Source: an optimization exercise on an open RTL-to-GDS flow (aim: small area, a short achievable clock period and few clock cycles). Production flows keep margins and buffers that such runs may drop.
Only simulation tests tie the RTL to the original design; equivalence was not proved.
Power is estimated from default activity; no workload was simulated.

== job 101 ==
Design potato_cpu, start of the top module:
module potato_cpu(input clk, input rst_n, input [7:0] start_pc,
      input [15:0] mem_rdata,
      output [7:0] mem_addr, output mem_we, output [15:0] mem_wdata,
      output halted, output [15:0] out);
  reg [127:0] R;         
  reg [15:0] ir;         
  reg        iv;         
  reg        fv;         
  reg [7:0]  nf;         
  reg [7:0]  lf;         
  reg        rf;         
  reg        ldp;        
  reg [2:0]  ldr;        
  reg [7:0]  ea;         
  reg        eok;        
  reg [15:0] outr;       
  reg [7:0]  sa;         
  reg [7:0]  sb;         
  reg        s_n, s_l, s_r, s_a;    
  reg        f_mem;      
  reg        f_ldr;      
  reg        f_halt;     
  reg        f_add;      
  reg        f_sum;      
  wire is_alu   = ir[15] & ~ir[14] & ir[13];          
  wire is_mov   = ir[15] & ir[14] & ~ir[13];          
  wire is_movim = is_mov & ir[12];
  wire is_cmp   = is_alu & ~ir[12] & ir[11];
  wire is_and   = is_alu & ir[12] & ~ir[11];
  wire is_mvn   = is_alu & ir[12] & ir[11];
  wire halt    = iv & f_halt;
  wire ready   = iv & ~ldp;
  ...
Size: ~1000 cells after synthesis, about 220 flip-flops, about 11000 um2 of cells after synthesis.
Settings: LEC_CHECK=0, CAP_MARGIN=20, CORE_MARGIN=2, CORE_UTILIZATION=50, CTS_BUF_LIST=sky130_fd_sc_hd__clkbuf_16, CTS_CLUSTER_DIAMETER=200, CTS_CLUSTER_SIZE=24, SETUP_SLACK_MARGIN=1.5, SLEW_MARGIN=20; clock period 5.5 ns.
standard.sh (not shown) runs the stock make flow with config.mk's settings and CLKGATE_MAP_FILE= SYNTH_SCRIPT=/design/flow/synth_recipe.tcl, a recipe that flattens the netlist after the stock synthesis.
==> flow/flow/run.sh <==
#!/bin/bash
# Own layout flow: the standard ORFS flow, with the I/O port buffers made
# from plain buffers (sky130_fd_sc_hd__buf_2) instead of delay cells, and the
# resizer free to change a cell's footprint. Everything else is standard.
set -euo pipefail
cd "$(dirname "$0")/.."
bash standard.sh MATCH_CELL_FOOTPRINT=0 "BUFFER_PORTS_ARGS=-buffer_cell sky130_fd_sc_hd__buf_2" finish > flow_make.log 2>&1
Testbench counts of job 101, summed over its fixed seeds: cycles 17,907.
Here is what was changed in the inputs of job 102 compared with job 101.
# job 101
export LEC_CHECK = 0
export CAP_MARGIN = 20
export CORE_MARGIN = 2
export CORE_UTILIZATION = 50
export CTS_BUF_LIST = sky130_fd_sc_hd__clkbuf_16
export CTS_CLUSTER_DIAMETER = 200
export CTS_CLUSTER_SIZE = 24
export SETUP_SLACK_MARGIN = 1.5
export SLEW_MARGIN = 20
create_clock -name core_clock -period 5.5 [get_ports {clk}]
# job 102
export LEC_CHECK = 0
export ABC_AREA = 1
export CAP_MARGIN = 20
export CORE_MARGIN = 2
export CORE_UTILIZATION = 55
export SETUP_SLACK_MARGIN = 1.5
export SLEW_MARGIN = 20
create_clock -name core_clock -period 5.5 [get_ports {clk}]
[summary]
[compare] base=job 101 new=job 102: final-layout clock buffer total picked up an extra 26; maximum number of pins on one net before global-route repair lost 11; met1 track demand over resource in global routing picked up an extra 5.2 points; insertion delay to the later sink of the worst-skew pair picked up an extra 60 ps; final hold slack lost 17 ps. Sort job 102 and job 101 by fill cell instance count of the final layout, ascending, and job 101 comes first. Higher initial core utilization among job 102 and job 101: job 102. Going from job 101 to job 102, clock network fraction of design power grows by 4.9 points. Summary — critical path depth, job 102 relative to job 101: lower, by 1. Lower area added between synthesis and finish goes to job 101 over job 102. In the flow results for job 102 and job 101, the design area is smaller on job 101.
> inputs changed (job 102 -> job 103)
# job 102
export LEC_CHECK = 0
export ABC_AREA = 1
export CAP_MARGIN = 20
export CORE_MARGIN = 2
export CORE_UTILIZATION = 55
export SETUP_SLACK_MARGIN = 1.5
export SLEW_MARGIN = 20
create_clock -name core_clock -period 5.5 [get_ports {clk}]
# job 103
export LEC_CHECK = 0
export CAP_MARGIN = 20
export CORE_MARGIN = 2
export CORE_UTILIZATION = 55
export SETUP_SLACK_MARGIN = 2.0
export SLEW_MARGIN = 20
create_clock -name core_clock -period 5.5 [get_ports {clk}]
## What came out
[compare] base=job 102 new=job 103: total power divided by cell area now smaller, worst setup slack fell by 68 ps, clock period minus worst slack has increased, part of the Yosys area used for sequential elements increased 3.4 points. In the tables for job 102 and job 103, length of routed met3 wiring reads lower with job 102. Cmp job 102 and job 103 / final period utilization / higher: job 103. Job 102 reports its start point of the critical path as sa[1]$_SDFF_PP0_ while job 103 reports sb[7]$_SDFF_PN0_.
## Diff of input files: job 104 against job 103
# job 103
export LEC_CHECK = 0
export CAP_MARGIN = 20
export CORE_MARGIN = 2
export CORE_UTILIZATION = 55
export SETUP_SLACK_MARGIN = 2.0
export SLEW_MARGIN = 20
create_clock -name core_clock -period 5.5 [get_ports {clk}]
# job 104
export LEC_CHECK = 0
export CAP_MARGIN = 20
export CORE_MARGIN = 2
export CORE_UTILIZATION = 55
export CTS_BUF_LIST = sky130_fd_sc_hd__clkbuf_8
export CTS_CLUSTER_DIAMETER = 200
export CTS_CLUSTER_SIZE = 16
export SETUP_SLACK_MARGIN = 1.5
export SLEW_MARGIN = 20
create_clock -name core_clock -period 5.5 [get_ports {clk}]
[summary]
Between job 103 and job 104, instance count on the critical path increased. Job 104 — worst vdd rail ir drop about 27% lower, job 103 as reference. In the reports for job 103 and job 104, the smaller number of clock-tree buffers in the layout belongs to job 104. Re post-synthesis adder-cell area fraction: no difference whatsoever between job 103 and job 104. Compared with job 103, job 104 shows sequential share of layout area higher by 3.1 points.
--- input diff job 104..job 105 ---
# job 104
export LEC_CHECK = 0
export CAP_MARGIN = 20
export CORE_MARGIN = 2
export CORE_UTILIZATION = 55
export CTS_BUF_LIST = sky130_fd_sc_hd__clkbuf_8
export CTS_CLUSTER_DIAMETER = 200
export CTS_CLUSTER_SIZE = 16
export SETUP_SLACK_MARGIN = 1.5
export SLEW_MARGIN = 20
create_clock -name core_clock -period 5.5 [get_ports {clk}]
# job 105
export LEC_CHECK = 0
export ABC_AREA = 1
export CAP_MARGIN = 20
export CORE_MARGIN = 2
export CORE_UTILIZATION = 55
export SETUP_SLACK_MARGIN = 1.0
export SLEW_MARGIN = 20
create_clock -name core_clock -period 5.5 [get_ports {clk}]
[summary]
Job 105 ended with every stage complete and zero timing, DRC or antenna violations. A main combinational cell family by area after synthesis of simple AND/OR/NAND/NOR gates is what job 105 shows, while compound AO/OA/AOI/OAI gates belongs to job 104. Taking job 104 as the reference, in job 105 worst endpoint data arrival time higher; cell area after layout up about 7%; average vias per placed instance moved down. Job 105 against job 104: number of well taps rose by 10, number of design-rule violations left by the first detailed-router iteration rose by about 16%. Job 105 vs. job 104: maximum clock frequency decreased by 7.8% relative to the old numbers; global-route met2 utilization climbed 1.3 points; required time of the worst setup path +220 ps. Job 105 vs job 104: synthesized cell count up by more than a quarter.

[static timing again, ports no longer ideal]
The results above use ideal ports. As a check the final layouts listed here were re-extracted and re-timed, cells and wires unchanged.
Step 1 assumes that a clkbuf_16 drives the clock port and a buf_2 every other input.
Step 2, shift: input delay + t, output delay - t, t = (earliest + latest rising clock arrival at the registers) / 2. This alone moves slack from input paths to output paths.
a / b / c = no drivers / after step 1 / after step 2; a / b = the first two.
| run | t, ns | setup slack, ns | clock arrival spread, ns | worst register clock-pin slew, ns | worst slew at a driven data input, ns |
|---|---|---|---|---|---|
| job 101 | 0.528 | 1.598 / 1.598 / 1.220 | 0.023 / 0.022 | 0.11 / 0.11 | 0.04 |
| job 102 | 0.587 | 1.710 / 1.710 / 1.329 | 0.024 / 0.024 | 0.06 / 0.06 | 0.03 |
| job 103 | 0.577 | 1.642 / 1.642 / 1.467 | 0.018 / 0.017 | 0.07 / 0.07 | 0.03 |
| job 104 | 0.567 | 1.638 / 1.638 / 1.286 | 0.042 / 0.042 | 0.12 / 0.12 | 0.04 |
| job 105 | 0.585 | 1.310 / 1.310 / 1.080 | 0.021 / 0.021 | 0.06 / 0.06 | 0.03 |
After both steps every run listed still meets setup and hold. The setup slack of job 102, which loses most, moves by 0.000 ns with the drivers and by -0.381 ns with both steps.
